From an optimization exercise on the open Yosys and OpenROAD flow, aimed at small area, a short achievable clock period and few clock cycles per item; shortcuts taken in it are not production practice. Only simulation tests tie the RTL to the original design; equivalence was not proved. Power and IR drop assume default switching activity.

oak:
// booth_multiplier
module booth_multiplier(clk, reset_n, multiplier, multiplicand, op_start, op_clear, result, op_done);
For scale: about 2500 cells after synthesis, about 27000 µm² of cells after synthesis.
export LEC_CHECK = 0
export CAP_MARGIN = 20
export CORE_MARGIN = 2
export CORE_UTILIZATION = 40
export SETUP_SLACK_MARGIN = 3.3
export SLEW_MARGIN = 20
export SYNTH_HIERARCHICAL = 1
create_clock -name core_clock -period 6.0 [get_ports {clk}]
standard.sh (not shown) runs the stock make flow with config.mk's settings and CLKGATE_MAP_FILE= SYNTH_SCRIPT=/design/flow/synth_recipe.tcl, a recipe that flattens the netlist after the stock synthesis.
==> flow/flow/run.sh <==
#!/bin/bash
# Standard layout with two changes: the port buffers are plain buffers (buf_2)
# instead of delay buffers, and synthesis leaves adders to abc (no full-adder
# cells). Registers are untouched by either change.
bash standard.sh ADDER_MAP_FILE= "BUFFER_PORTS_ARGS=-buffer_cell sky130_fd_sc_hd__buf_2" finish > standard.log 2>&1
Testbench counts of oak, summed over its fixed seeds: cycles 5,760, items 480.
The following lists how pine was set up differently from oak:
# oak
export LEC_CHECK = 0
export CAP_MARGIN = 20
export CORE_MARGIN = 2
export CORE_UTILIZATION = 40
export SETUP_SLACK_MARGIN = 3.3
export SLEW_MARGIN = 20
export SYNTH_HIERARCHICAL = 1
create_clock -name core_clock -period 6.0 [get_ports {clk}]
# pine
export LEC_CHECK = 0
export CAP_MARGIN = 20
export CORE_MARGIN = 2
export CORE_UTILIZATION = 60
export CTS_CLUSTER_DIAMETER = 100
export CTS_CLUSTER_SIZE = 20
export SETUP_SLACK_MARGIN = 3.3
export SLEW_MARGIN = 20
export SYNTH_HIERARCHICAL = 1
create_clock -name core_clock -period 6.0 [get_ports {clk}]
==> run summary <==
In the metrics for oak and pine, the one carrying the lower via count is oak. pine ended up with a lower number of non-clock buffers in the layout than oak did. Starting density of the core ends up lower on oak. When pine is measured against oak, its design area turns out about 4% lower. Lower total power among oak and pine: pine.
Setup changes, pine to birch
# pine
export LEC_CHECK = 0
export CAP_MARGIN = 20
export CORE_MARGIN = 2
export CORE_UTILIZATION = 60
export CTS_CLUSTER_DIAMETER = 100
export CTS_CLUSTER_SIZE = 20
export SETUP_SLACK_MARGIN = 3.3
export SLEW_MARGIN = 20
export SYNTH_HIERARCHICAL = 1
create_clock -name core_clock -period 6.0 [get_ports {clk}]
# birch
export LEC_CHECK = 0
export ABC_AREA = 1
export CAP_MARGIN = 20
export CORE_MARGIN = 2
export CORE_UTILIZATION = 50
export CTS_CLUSTER_DIAMETER = 100
export CTS_CLUSTER_SIZE = 20
export SETUP_SLACK_MARGIN = 3.45
export SLEW_MARGIN = 20
export SYNTH_HIERARCHICAL = 1
create_clock -name core_clock -period 6.0 [get_ports {clk}]
Re cell area: birch and pine aren't equal, and the higher value belongs to birch. Number of antenna violations at the first check in global routing came out higher on birch than on pine. Comparing birch and pine, period utilization is higher on pine. birch ended up with S[17] as its end of the critical path; pine ended up with S[62]. From pine to birch the numbers moved as follows: met3 wire length has increased, wire length of the first global-routing pass has increased, critical path depth has decreased.
--- input diff birch..maple ---
# birch
export LEC_CHECK = 0
export ABC_AREA = 1
export CAP_MARGIN = 20
export CORE_MARGIN = 2
export CORE_UTILIZATION = 50
export CTS_CLUSTER_DIAMETER = 100
export CTS_CLUSTER_SIZE = 20
export SETUP_SLACK_MARGIN = 3.45
export SLEW_MARGIN = 20
export SYNTH_HIERARCHICAL = 1
create_clock -name core_clock -period 6.0 [get_ports {clk}]
# maple
export LEC_CHECK = 0
export CAP_MARGIN = 20
export CORE_MARGIN = 2
export CORE_UTILIZATION = 50
export CTS_CLUSTER_DIAMETER = 100
export CTS_CLUSTER_SIZE = 20
export SETUP_SLACK_MARGIN = 3.4
export SLEW_MARGIN = 20
export SYNTH_HIERARCHICAL = 1
create_clock -name core_clock -period 6.0 [get_ports {clk}]
maple went all the way through synthesis, placement and routing and the layout is clean on timing, DRC and antenna. maple vs. birch: layout buffering overhead excluding clock cells went up by 2.9 points. maple vs birch: total half-perimeter wirelength after legalization and detailed placement down in maple. A top routing layer in use of met5 is what birch shows, while met4 belongs to maple. Re register-to-register slack: birch was higher than maple. Fraction of power consumed by combinational cells, maple and birch: smaller value in birch. Diff birch -> maple | post-route fraction of the period consumed by the critical path | increase of 3.4 points. In the flow results for maple and birch, the setup slack is larger on birch.

==> what the ideal ports hide <==
The flow's constraints put no driver on any port. The routed layouts listed below were extracted and timed again, unchanged, in two steps. Step 1 sets driving cells, clkbuf_16 on the clock port and buf_2 on the other inputs (assumed; they add their load-dependent delay and slew). Step 2 moves the port delays by t, midway between the first and last clock arrival at a register: inputs arrive t later, outputs are due t later. That takes back most of the time a late clock gives input paths. a / b / c = no drivers / after step 1 / after step 2; a / b = the first two.
| run | t (ns) | slack for setup (ns) | hold WS [ns] | worst setup path after step 2 |
|---|---|---|---|---|
| oak | 0.619 | 3.285 / 3.285 / 3.285 | 0.415 / 0.403 / 0.499 | register to register |
| pine | 0.621 | 3.268 / 3.268 / 3.268 | 0.414 / 0.396 / 0.552 | register to register |
| birch | 0.676 | 3.471 / 3.448 / 3.471 | 0.352 / 0.340 / 0.466 | register to register |
| maple | 0.617 | 3.265 / 3.265 / 3.265 | 0.423 / 0.419 / 0.506 | register to register |
After both steps every run listed still meets setup and hold.
